What follows belongs to an exercise in optimizing a design on an open flow for small area, a short achievable clock period and few clock cycles; a production flow would make more cautious choices.
Function was checked by simulation only, so behaviour that the tests miss may differ from the original.

**config.mk**
```make
export PLATFORM = sky130hd
export DESIGN_NAME = int_calc
export DESIGN_NICKNAME = int_calc
export VERILOG_FILES = /design/flow/design.v
export SDC_FILE = /design/flow/constraint.sdc
export NUM_CORES = 4
export LEC_CHECK = 0
export CAP_MARGIN = 20
export CORE_MARGIN = 2
export CORE_UTILIZATION = 40
export SETUP_SLACK_MARGIN = 1.5
export SLEW_MARGIN = 20
```
**constraint.sdc**
```tcl
create_clock -name core_clock -period 21.0 [get_ports {clk}]
set_input_delay 4.2000 -clock core_clock [delete_from_list [all_inputs] [get_ports {clk}]]
set_output_delay 4.2000 -clock core_clock [all_outputs]
set_load 0.01 [all_outputs]
```
**design.v**
```verilog
`timescale 1ns / 1ps
module adder_1bit(a, b, ci, s, co);
	input wire a,b,ci;
	output wire s,co;
	and (c1,a,b), (c2,b,ci), (c3,a,ci);
	xor (s1,a,b), (s,s1,ci);
	or (co,c1,c2,c3);
endmodule
`timescale 1ns / 1ps
module adder_32bits(A, B, Ctr, S, Co,Cy);
	parameter size=32;
   input [size:1] A;
   input [size:1] B;
   input Ctr;
   output [size:1] S;
   output Co;
	output Cy;
	wire[size-1:1]  Ctemp;
	wire[size:1]    Bo;
	assign Bo={32{Ctr}}^B;
adder_1bit 	A1(.a(A[1]),.b(Bo[1]),.ci(Ctr),.s(S[1]),.co(Ctemp[1])),
		A2(A[2],Bo[2],Ctemp[1],S[2],Ctemp[2]),
		A3(A[3],Bo[3],Ctemp[2],S[3],Ctemp[3]),
		A4(A[4],Bo[4],Ctemp[3],S[4],Ctemp[4]),
		A5(A[5],Bo[5],Ctemp[4],S[5],Ctemp[5]),
		A6(A[6],Bo[6],Ctemp[5],S[6],Ctemp[6]),
		A7(A[7],Bo[7],Ctemp[6],S[7],Ctemp[7]),
		A8(A[8],Bo[8],Ctemp[7],S[8],Ctemp[8]),
		A9(A[9],Bo[9],Ctemp[8],S[9],Ctemp[9]),
		A10(A[10],Bo[10],Ctemp[9],S[10],Ctemp[10]),
		A11(A[11],Bo[11],Ctemp[10],S[11],Ctemp[11]),
		A12(A[12],Bo[12],Ctemp[11],S[12],Ctemp[12]),
		A13(A[13],Bo[13],Ctemp[12],S[13],Ctemp[13]),
		A14(A[14],Bo[14],Ctemp[13],S[14],Ctemp[14]),
		A15(A[15],Bo[15],Ctemp[14],S[15],Ctemp[15]),
		A16(A[16],Bo[16],Ctemp[15],S[16],Ctemp[16]),
		A17(A[17],Bo[17],Ctemp[16],S[17],Ctemp[17]),
		A18(A[18],Bo[18],Ctemp[17],S[18],Ctemp[18]),
		A19(A[19],Bo[19],Ctemp[18],S[19],Ctemp[19]),
		A20(A[20],Bo[20],Ctemp[19],S[20],Ctemp[20]),
		A21(A[21],Bo[21],Ctemp[20],S[21],Ctemp[21]),
		A22(A[22],Bo[22],Ctemp[21],S[22],Ctemp[22]),
		A23(A[23],Bo[23],Ctemp[22],S[23],Ctemp[23]),
		A24(A[24],Bo[24],Ctemp[23],S[24],Ctemp[24]),
		A25(A[25],Bo[25],Ctemp[24],S[25],Ctemp[25]),
		A26(A[26],Bo[26],Ctemp[25],S[26],Ctemp[26]),
		A27(A[27],Bo[27],Ctemp[26],S[27],Ctemp[27]),
		A28(A[28],Bo[28],Ctemp[27],S[28],Ctemp[28]),
		A29(A[29],Bo[29],Ctemp[28],S[29],Ctemp[29]),
		A30(A[30],Bo[30],Ctemp[29],S[30],Ctemp[30]),
		A31(A[31],Bo[31],Ctemp[30],S[31],Ctemp[31]),
		A32(A[32],Bo[32],Ctemp[31],S[32],Co);
		assign Cy=(!(A[32]^Bo[32]))*(A[32]^S[32]);
endmodule
module mul_32_32_64(clk, rst, start, a, b, out, idle);
   input clk;
   input rst;
   input start;
   input [31:0] a, b;
   output reg [63:0] out;
   output idle;
   reg [63:0]        out_r;
   parameter START = 1'b0, CALC = 1'b1;
   reg [4:0]         count;
   reg               state;
   reg               last;
   wire [33:0]       tmp_sum;
   wire [33:0]       a_ext;
   wire [33:0]       addend;
   wire [2:0]        booth;
   assign idle = (state == START);
   assign a_ext = {{2{a[31]}}, a};
   assign booth = {out_r[1:0], last};
   assign addend = (booth[1] ^ booth[0]) ? a_ext : {a_ext[32:0], 1'b0} & {34{booth[2] ^ booth[0]}};
   assign tmp_sum = {{2{out_r[63]}}, out_r[63:32]} + (addend ^ {34{booth[2]}}) + {33'b0, booth[2]};
   always @(posedge clk) begin
      if (rst) begin
         state <= START;
         count <= 5'b00000;
      end else begin
      case (state)
        START: begin
           if (start) begin
              out_r <= {32'b0, b};
              last <= 1'b0;
              count <= 5'b00000;
              state <= CALC;
           end
        end
        CALC: begin
           if (~count[4]) begin
              count <= count + 1;
              out_r[63:30] <= tmp_sum[33:0];
              out_r[29:0] <= out_r[31:2];
              last <= out_r[1];
           end  
           else begin
              out <= out_r;
              state <= START;
              count <= 5'b00000;
           end
        end  
        default:;
      endcase  
      end
   end  
endmodule  
module div_64_32_32(clk, rst, start, a, b, quo, mod, idle);
   input clk;
   input rst;
   input start;
   input [63:0] a;
   input [31:0] b;
   output reg [31:0] quo, mod;
   output idle;
   reg [31:0]        quo_r;
   reg [33:0]        mod_r;
   parameter START = 2'b00, CALC = 2'b01, FIN = 2'b11;
   reg [1:0]         state;
   reg [4:0]         count;
   wire [33:0]       b_ext;
   wire [33:0]       tmp_sum;
   reg               op;
   assign idle = (state == START);
   assign b_ext = {2'b00, b};
   assign tmp_sum = mod_r + (b_ext ^ {34{op}}) + {33'b0, op};
   always @(posedge clk) begin
      if (rst) begin
         state <= START;
         count <= 5'b00000;
      end else begin
      case (state)
        START: begin
           if (start) begin
              mod_r <= {1'b0, a[63:31]};
              quo_r <= {a[30:0], 1'b0};
              op <= 1;     
              count <= 5'b00000;
              state <= CALC;
           end
        end
        CALC: begin
           if (count != 5'b11111) begin
              mod_r <= {tmp_sum[32:0], quo_r[31]};
              quo_r <= {quo_r[30:0], ~tmp_sum[33]};
              op <= ~tmp_sum[33];
              count <= count + 1;
           end
           else begin
              quo_r <= {quo_r[30:0], ~tmp_sum[33]};
              mod_r <= tmp_sum[33] ? tmp_sum + b_ext : tmp_sum;
              state <= FIN;
              count <= 5'b00000;
           end
        end
        FIN: begin
           quo <= quo_r;
           mod <= mod_r[31:0];
           state <= START;
           count <= 5'b00000;
        end
        default: state <= START;
      endcase  
      end
   end  
endmodule  
module int_calc(clk, rst, start, A, B, done, int_add, int_sub, int_mul, int_div, int_mod, addCo, addCy, subCo, subCy);
   input clk;
   input rst;
   input start;
   input [63:0] A;
   input [31:0] B;
   output done;
   output [31:0] int_add;
   output [31:0] int_sub;
   output [63:0] int_mul;
   output [31:0] int_div;
   output [31:0] int_mod;
	output addCo;
	output addCy;
	output subCo;
	output subCy;
   reg [31:0] a_r;
   reg [31:0] b_r;
   reg        busy;
   wire       mul_idle;
   wire       div_idle;
   assign done = busy & mul_idle & div_idle;
   always @(posedge clk) begin
      if (start) begin
         a_r <= A[31:0];
         b_r <= B;
      end
      if (rst) busy <= 1'b0;
      else if (start) busy <= 1'b1;
      else if (done) busy <= 1'b0;
   end
   adder_32bits adder(.A(a_r),
                      .B(b_r),
                      .Ctr(1'b0),
                      .S(int_add),
                      .Co(addCo),
                      .Cy(addCy));
   adder_32bits suber(.A(a_r),
                      .B(b_r),
                      .Ctr(1'b1),
                      .S(int_sub),
                      .Co(subCo),
                      .Cy(subCy));
   mul_32_32_64 muler(.clk(clk),
                      .rst(rst),
                      .start(start),
                      .a(a_r),
                      .b(B),
                      .out(int_mul),
                      .idle(mul_idle));
   div_64_32_32 diver(.clk(clk),
                      .rst(rst),
                      .start(start),
                      .a(A),
                      .b(b_r),
                      .quo(int_div),
                      .mod(int_mod),
                      .idle(div_idle));
endmodule  
```
**run.sh**
```bash
#!/bin/bash
# synth_recipe.tcl (not shown) runs the flow's synth.tcl, then flattens the netlist and writes it again
# the make line also repeats each setting of config.mk as NAME=value (left out here)
make -C /OpenROAD-flow-scripts/flow DESIGN_CONFIG=/design/flow/config.mk WORK_HOME=/design/flow/orfs CLKGATE_MAP_FILE= SYNTH_SCRIPT=/design/flow/synth_recipe.tcl finish
```
==> results of run 1 <==
placed cells by master, fill, tap and decap left out, types with 20 or more instances in the layout:
cell type	netlist	routed
nand2_1	209	208
nor3_1	23	22
fa_2	0	54
a21oi_1	153	152
clkdlybuf4s50_1	0	291
a211oi_1	34	34
o22ai_1	22	22
a221oi_1	33	33
nand3_1	20	20
ha_1	102	101
a21o_1	48	48
mux2_2	31	31
edfxtp_1	324	324
inv_1	108	108
o21ai_0	107	107
buf_4	65	30
clkbuf_16	0	41
nor2_1	140	137
xnor2_1	54	53
xor2_1	59	59
state kept, by name, indices dropped and copies added, names as in the netlist:
name	count
a_r	32
b_r	32
busy	1
diver.count	5
diver.mod	32
diver.mod_r	34
diver.op	1
diver.quo	32
diver.quo_r	32
diver.state	2
muler.count	5
muler.last	1
muler.out	64
muler.out_r	64
muler.state	1
cells by family (layout without fill, tap and decap cells):
| kind of cell | Yosys count | count (layout) | share of synthesized area |
|---|---|---|---|
| AOI/OAI and AO/OA | 531 | 531 | 0.1649 |
| xor gates and xnor gates | 113 | 113 | 0.04761 |
| adders and majority gates | 167 | 167 | 0.1240 |
| buffers and inverters | 254 | 498 | 0.05850 |
| DFF | 338 | 338 | 0.4815 |
| muxes | 37 | 37 | 0.01968 |
| and+or+nand+nor | 486 | 486 | 0.1038 |
per-layer routing:
metal  vias up  wire length (um)  global-route usage
li1       7426                 -                   -
met1      7751             28930              0.3303
met2       557             29440              0.3756
met3       115              4293             0.04568
met4         4              2000             0.07532
met5         -                27                   0
repair_timing:
action,4_1_cts,5_1_grt
hold buffers,0,0
resized for setup,50,11
setup buffers,6,2
hold endpoints to repair,0,0
setup endpoints to repair,10,4
gates cloned,0,0
pin swaps,3,2
path summary, 6_finish.rpt:
check                           slack [ns]                      from                         to  depth (start not counted)
worst max-delay path                  1.92          a_r[0]$_DFFE_PP_                int_add[31]                         36
worst min-delay path                  0.44  muler.out_r[7]$_DFFE_PP_     muler.out[7]$_DFFE_PP_                          0
worst max register to register       14.33    diver.op$_SDFFCE_PN1P_  diver.mod_r[32]$_DFFE_PP_                         19
worst min register to register        0.44  muler.out_r[7]$_DFFE_PP_     muler.out[7]$_DFFE_PP_                          0
stage by stage:
stage / worst slack (ns) / utilization / std cells / cell area [um^2]
2_1_floorplan: 1.769 / - / 1926 / 20790
3_3_place_gp: 0.7567 / 0.4675 / 2776 / 23980
3_5_place_dp: 0.4643 / 0.4675 / 2776 / 23980
4_1_cts: 1.535 / 0.4936 / 2847 / 25320
5_1_grt: 1.548 / 0.4950 / 2850 / 25390
6_report: 1.916 / 0.4950 / 2850 / 25390
layout make-up:
class,count,area (um^2)
well taps,680,850.8
multi-input cells,1334,9753
flip-flops and latches,338,10010
inverters,108,405.4
clock inverters,17,121.4
clock buffers,48,1052
repair buffers,325,3198
fillers,4687,25910
worst register-to-register path, stage by stage, from the launching register on:
cell       delay (ns)
edfxtp_1         0.32
buf_4            0.48
mux2i_1          0.35
fa_1             0.49
nand2b_1         0.18
a21oi_1          0.26
o21ai_1          0.16
a2111oi_0        0.82
o211ai_1         0.26
nand3_1          0.17
xor2_1           0.33
ha_1             0.40
a21o_1           0.21
a31o_2           0.21
a221o_1          0.36
or4b_4           0.50
a31oi_2          0.23
o311ai_1         0.13
nor4bb_1         0.16
or3_1            0.37
==> impl_metrics.py, run 1 <==
metrics = {
    "final_layout": {
        "area_delta_synth_final_pct": 22.15,
        "final_nets": 2412,
        "drive_above_1_share": 0.09447,
        "num_antenna_cells": 0,
    },
    "detailed_routing": {
        "vias": 15850,
        "routed_wl_um": 64690,
        "drc_errors": 0,
        "wl_per_cell_um": 22.70,
        "drtPass1Iterations": 6,
        "via_per_inst": 5.562,
        "initialDrtViolationCount": 1161,
        "detail-route-antenna-nets": 0,
    },
    "setup_path": {
        "critical_path.max_fanout": 2,
        "critPathCaptureType": "output pin",
        "path_delay_family": "adder cells",
        "cp.buffers_inverters": 4,
        "cpPeakStageDelay_ns": 0.54,
        "crit_type": "flop to output pin",
        "cp.required_ns": 16.80,
        "startpoint_type": "flop",
        "cpMostUsedCell": "fa_2",
        "critPathSlowestCell": "clkdlybuf4s50_1",
        "worstPathArrival_ns": 14.88,
    },
    "timing": {
        "fin_crit_ns": 19.08,
        "setup_violations": 0,
        "finalClockSkew_ns": 0.02675,
        "rsz0062_at_grt": "false",
        "tns_ns": 0,
        "hold_viol": 0,
        "worst_pin_slew_ns": 1.023,
        "timing.hold.ws_ns": 0.4404,
        "slew_viol_final": 0,
        "fin_crit_sh": 0.9088,
        "fmax_ghz": 0.05240,
        "slew_headroom": 0.3160,
    },
    "run": {
        "drv_cap": 0,
    },
    "synth": {
        "yosysWarningCount": 7,
        "synth_top_area_frac": 0.4680,
        "yosysMostFrequentCell": "edfxtp_1",
        "ys_seq_area_frac": 0.4815,
        "ys.flop_type": "edfxtp_1",
        "syn_inst": 1926,
        "async_flop_share": 0,
        "avgSynthCellArea_um2": 10.79,
        "netlist_area_um2": 20790,
        "yosys.area.top_type": "edfxtp_1",
        "yosys-top-cells-area": "edfxtp_1, fa_1, ha_1, nand2_1, a21oi_1",
        "synth_common_cells": "edfxtp_1, nand2_1, a21oi_1",
        "synth.distinct_cells": 76,
        "syn_nets": 2192,
        "synth_edf_count": 324,
        "ys_seq_elements": 338,
    },
    "global_route": {
        "grt_max_degree": 62,
        "grt_pass1_vias": 15780,
        "grt_overflow_total": 0,
        "antenna_found_initial": 2,
        "grt_pass1_wl_um": 96370,
        "grtUsageTotal": 0.2379,
    },
    "cts": {
        "clkTransAtPathRegs_ns": 0.06,
        "cts_buffers": 39,
        "cts.path.max_buffers": 3,
        "clock-sinks": 338,
        "root_buffer": "clkbuf_16",
        "cts_tree": "built",
        "clock_latency_ns": 0.56,
        "h-tree-depth": 2,
    },
    "worst_hold_path": {
        "min_path_type": "flop to flop",
    },
    "outcome": {
        "status": "complete, no violations",
    },
    "floorplanning": {
        "start_util": 0.4052,
        "fp.dieW_um": 232.0,
        "ios": 296,
        "fp-row-count": 83,
        "die_y_um": 232.0,
        "core_region_area_um2": 51300,
        "die-area_um2": 53810,
    },
    "placed_design": {
        "io_buffers": 295,
        "place.gp.congestion": 0.9627,
        "dp_hpwl_um": 48380,
    },
}
Testbench counts, summed over its fixed seeds: cycles 108,808.
==> inputs of run 2 (changes only) <==
==> design.v (replaced) <==
module int_calc(clk, rst, start, A, B, done, int_add, int_sub, int_mul, int_div, int_mod, addCo, addCy, subCo, subCy);
   input clk;
   input rst;
   input start;
   input [63:0] A;
   input [31:0] B;
   output done;
   output [31:0] int_add;
   output [31:0] int_sub;
   output [63:0] int_mul;
   output [31:0] int_div;
   output [31:0] int_mod;
   output addCo;
   output addCy;
   output subCo;
   output subCy;
   localparam K  = 4;           
   localparam M  = K / 2;       
   localparam NC = 32 / K;      
   localparam CW = 3;           
   reg [31:0] a_r;              
   reg [31:0] b_r;              
   reg [63:0] p_r;              
   reg        last;             
   reg [31:0] r_r;              
   reg [31:0] q_r;              
   reg [CW-1:0] cnt;
   reg        busy;
   reg        done_r;
   assign done = done_r;
   assign int_mul = p_r;
   assign int_div = q_r;
   assign int_mod = r_r;
   wire [32:0] s_add = {1'b0, a_r} + {1'b0, b_r};
   wire [32:0] s_sub = {1'b0, a_r} + {1'b0, ~b_r} + 33'd1;
   assign int_add = s_add[31:0];
   assign addCo   = s_add[32];
   assign addCy   = (a_r[31] == b_r[31]) & (s_add[31] ^ a_r[31]);
   assign int_sub = s_sub[31:0];
   assign subCo   = s_sub[32];
   assign subCy   = (a_r[31] ^ b_r[31]) & (s_sub[31] ^ a_r[31]);
   localparam W = 34 + 2 * M;
   wire [33:0] a_ext = {{2{a_r[31]}}, a_r};
   wire [2*M:0] bw = {p_r[2*M-1:0], last};
   reg  [W-1:0] macc;
   integer i;
   reg [2:0]  bd;
   reg [33:0] pp;
   always @(*) begin
      macc = {{(W-32){p_r[63]}}, p_r[63:32]};
      for (i = 0; i < M; i = i + 1) begin
         bd = bw[2*i +: 3];
         pp = ((bd[1] ^ bd[0]) ? a_ext : (bd[2] ^ bd[0]) ? {a_ext[32:0], 1'b0} : 34'd0)
              ^ {34{bd[2]}};
         macc = macc + ({{(W-34){pp[33]}}, pp} << (2 * i)) + ({{(W-1){1'b0}}, bd[2]} << (2 * i));
      end
   end
   wire [63:0] p_next = {macc[2*M+31:2*M], macc[2*M-1:0], p_r[31:2*M]};
   reg [31:0] r_n;
   reg [31:0] q_n;
   reg [32:0] rr;
   reg [33:0] t;
   integer j;
   always @(*) begin
      r_n = r_r;
      q_n = q_r;
      for (j = 0; j < K; j = j + 1) begin
         rr = {r_n, q_n[31]};
         t = {1'b0, rr} - {2'b00, b_r};
         q_n = {q_n[30:0], ~t[33]};
         r_n = t[33] ? rr[31:0] : t[31:0];
      end
   end
   always @(posedge clk) begin
      if (start) begin
         a_r <= A[31:0];
         b_r <= B;
      end
      if (start) begin
         p_r  <= {32'd0, B};
         last <= 1'b0;
         r_r  <= A[63:32];
         q_r  <= A[31:0];
      end else begin
         p_r  <= p_next;
         last <= p_r[2*M-1];
         r_r  <= r_n;
         q_r  <= q_n;
      end
      if (rst) begin
         busy   <= 1'b0;
         done_r <= 1'b0;
         cnt    <= 0;
      end else if (start) begin
         busy   <= 1'b1;
         done_r <= 1'b0;
         cnt    <= 0;
      end else begin
         cnt    <= cnt + 1'b1;
         done_r <= busy & (cnt == NC - 1);
         if (cnt == NC - 1) busy <= 1'b0;
      end
   end
endmodule  
==> impl_metrics.py, run 2 <==
metrics = {
    "timing": {
        "worst_slack_ns": 7.040,
        "finalClockSkew_ns": 0.02101,
        "fmax_ghz": 0.07163,
        "fin_crit_ns": 13.96,
        "worst_pin_slew_ns": 0.9402,
        "fin_crit_sh": 0.6648,
        "slew_viol_final": 0,
        "rsz0062_at_grt": "false",
        "tns_ns": 0,
        "setup_violations": 0,
        "slew_headroom": 0.3674,
        "hold_viol": 0,
        "timing.hold.ws_ns": 0.4301,
    },
    "synth": {
        "synth_common_cells": "a21oi_1, nand2_1, ha_1",
        "ys.flop_type": "dfxtp_1",
        "netlist_area_um2": 22830,
        "syn_inst": 2872,
        "ys_seq_elements": 198,
        "synth_edf_count": 64,
        "synth.distinct_cells": 88,
        "syn_nets": 3273,
        "synth_top_area_frac": 0.1431,
        "yosys-top-cells-area": "ha_1, dfxtp_1, edfxtp_1, a21oi_1, xnor2_1",
        "yosysMostFrequentCell": "a21oi_1",
        "ys_seq_area_frac": 0.2017,
        "yosys.area.top_type": "ha_1",
        "yosysWarningCount": 1,
        "avgSynthCellArea_um2": 7.949,
        "async_flop_share": 0,
    },
    "outcome": {
        "status": "complete, no violations",
    },
    "worst_hold_path": {
        "whs_path_depth": 1,
        "min_path_type": "flop to flop",
        "holdCritStartpoint": "cnt[0]$_SDFF_PP0_",
        "min_to": "cnt[0]$_SDFF_PP0_",
    },
    "final_layout": {
        "final_cell_mix": "a21oi_1, clkdlybuf4s50_1, nand2_1",
        "largest_reg_flops": 64,
        "area_delta_synth_final_pct": 17.36,
        "drive_above_1_share": 0.05631,
        "nFillCells": 5543,
        "final_nets": 3425,
        "design_area_um2": 26790,
        "final_common_cell": "a21oi_1",
        "regMostFlops": "p_r",
    },
    "global_route": {
        "grt_max_degree": 131,
        "grt_pass1_vias": 21420,
        "grtUsageTotal": 0.2727,
        "grt_pass1_wl_um": 125100,
        "antenna_found_initial": 6,
        "grt_overflow_total": 0,
    },
    "cts": {
        "cts_tree": "built",
        "clock_latency_ns": 0.51,
        "cts_resized": 0,
        "ctsHoldBuffers": 0,
        "cts_buffers": 17,
        "post_cts_buffers": 0,
        "root_buffer": "clkbuf_16",
        "clock-sinks": 198,
        "h-tree-depth": 4,
        "clkTransAtPathRegs_ns": 0.09,
        "cts.path.max_buffers": 2,
    },
    "setup_path": {
        "crit-reg2reg-launch": "b_r[1]$_DFFE_PP_",
        "critical_path.max_fanout": 55,
        "worstPathArrival_ns": 14.36,
        "reg2regPathDepth": 45,
        "startpoint_type": "flop",
        "rr_endpoint": "r_r[0]$_DFF_P_",
        "worstSetupStartpoint": "b_r[1]$_DFFE_PP_",
        "critPathCaptureType": "flop",
        "critPathSlowestCell": "edfxtp_1",
        "crit_type": "flop to flop",
        "regToRegSetupSlack_ns": 7.04,
        "cp.required_ns": 21.40,
        "cpPeakStageDelay_ns": 0.65,
    },
    "detailed_routing": {
        "drc_errors": 0,
        "via_per_inst": 5.894,
        "drtPass1Iterations": 6,
        "vias": 22370,
        "routed_wl_um": 82640,
        "detail-route-antenna-nets": 0,
        "wl_per_cell_um": 21.78,
        "initialDrtViolationCount": 1742,
    },
    "floorplanning": {
        "fp.dieW_um": 242.9,
        "start_util": 0.4049,
        "fp-row-count": 87,
        "die-area_um2": 59000,
        "core_region_area_um2": 56390,
        "die_y_um": 242.9,
        "ios": 296,
    },
    "placed_design": {
        "place.gp.congestion": 0.9625,
        "dp_hpwl_um": 66580,
        "place_ws_ns": 7.153,
        "io_buffers": 295,
        "place_area_um2": 26130,
    },
    "run": {
        "drv_cap": 0,
    },
}
run 2: cell types whose count changed after synthesis, sizes merged, moves of 56 or more:
cell | before | now
clkbuf | 73 | 129
ha | 102 | 261
xnor2 | 54 | 121
o21ai | 112 | 192
nand2 | 209 | 281
a21oi | 155 | 304
mux2 | 31 | 90
maj3 | 0 | 60
nor2 | 141 | 206
dfxtp | 14 | 134
edfxtp | 324 | 64
run 2: worst max path at each step:
stage / to / slack [ns] / depth (start not counted)
global placement: r_r[0]$_DFF_P_ / 7.70 / 45
finish: r_r[0]$_DFF_P_ / 7.04 / 45
global route: r_r[0]$_DFF_P_ / 6.15 / 45
detailed placement: r_r[0]$_DFF_P_ / 7.15 / 45
floorplan: r_r[9]$_DFF_P_ / 10.14 / 50
CTS: r_r[0]$_DFF_P_ / 7.12 / 45
run 2: worst max-delay path, delay by kind of cell, from the launching register on:
family          cells  cell delay [ns]
flops               1             0.65
simple gates        8             2.42
mux                 4             1.30
buf+inv             4             1.35
compound gates     25             6.55
fa+ha+maj           4             1.46
run 2: cell type report:
type | instances | area [um^2] | share of cell area
well taps | 756 | 945.9 | 0.03531
clock inverters | 15 | 229.0 | 0.008547
multi-input cells | 2359 | 16970 | 0.6335
repair buffers | 312 | 3088 | 0.1153
clock buffers | 17 | 425.4 | 0.01588
diodes | 2 | 5.005 | 0.0001868
inverters | 136 | 510.5 | 0.01905
flip-flops and latches | 198 | 4616 | 0.1723
run 2: kinds of logic (layout without fill, tap and decap cells):
logic type      after synthesis  count (layout)  share of synthesized area
buf+inv                     315             480                    0.05492
mux                         109             109                    0.05289
other cells                   0               2                          0
simple gates                754             754                     0.1510
fa+ha+maj                   362             362                     0.2053
xor+xnor                    197             197                    0.07558
compound gates              937             937                     0.2586
flops                       198             198                     0.2017
run 2: per-stage QoR:
step,cells,util
5_1_grt,3795,0.4751
6_report,3795,0.4751
3_3_place_gp,3761,0.4634
4_1_cts,3793,0.4750
3_5_place_dp,3761,0.4634
2_1_floorplan,2872,-
run 2: routing by layer:
metal | share of wire | GRT usage
met1 | 0.43 | 0.3521
met2 | 0.48 | 0.4660
met3 | 0.057 | 0.03560
met4 | 0.029 | 0.09545
met5 | 0.00048 | 0
Testbench counts of run 2, summed over its fixed seeds: cycles 28,808.

## static timing again, ports no longer ideal
How much do the figures lean on ideal ports? The routed layouts below were timed once more, with nothing changed but the port constraints.
Step 1, drivers: a clkbuf_16 drives clk and a buf_2 each remaining input, both assumed.
Step 2 adds t to the input delays and takes it off the output delays; t is the mean of the earliest and latest rising clock arrival at the registers after step 1. Input paths then give back, and output paths get back, about the clock's delay inside the block.
Three values: no drivers, after step 1, after step 2; two values: the first two.
run | t, ns | setup slack, ns | worst setup path at the end | worst register clock-pin slew, ns | cell pins on the clock port's net
run 1 | 0.609 | 1.916 / 1.859 / 2.467 | register to output | 0.06 / 0.06 | 1
run 2 | 0.558 | 7.040 / 7.040 / 7.040 | register to register | 0.10 / 0.10 | 1
After both steps setup and hold are still met in every run listed.
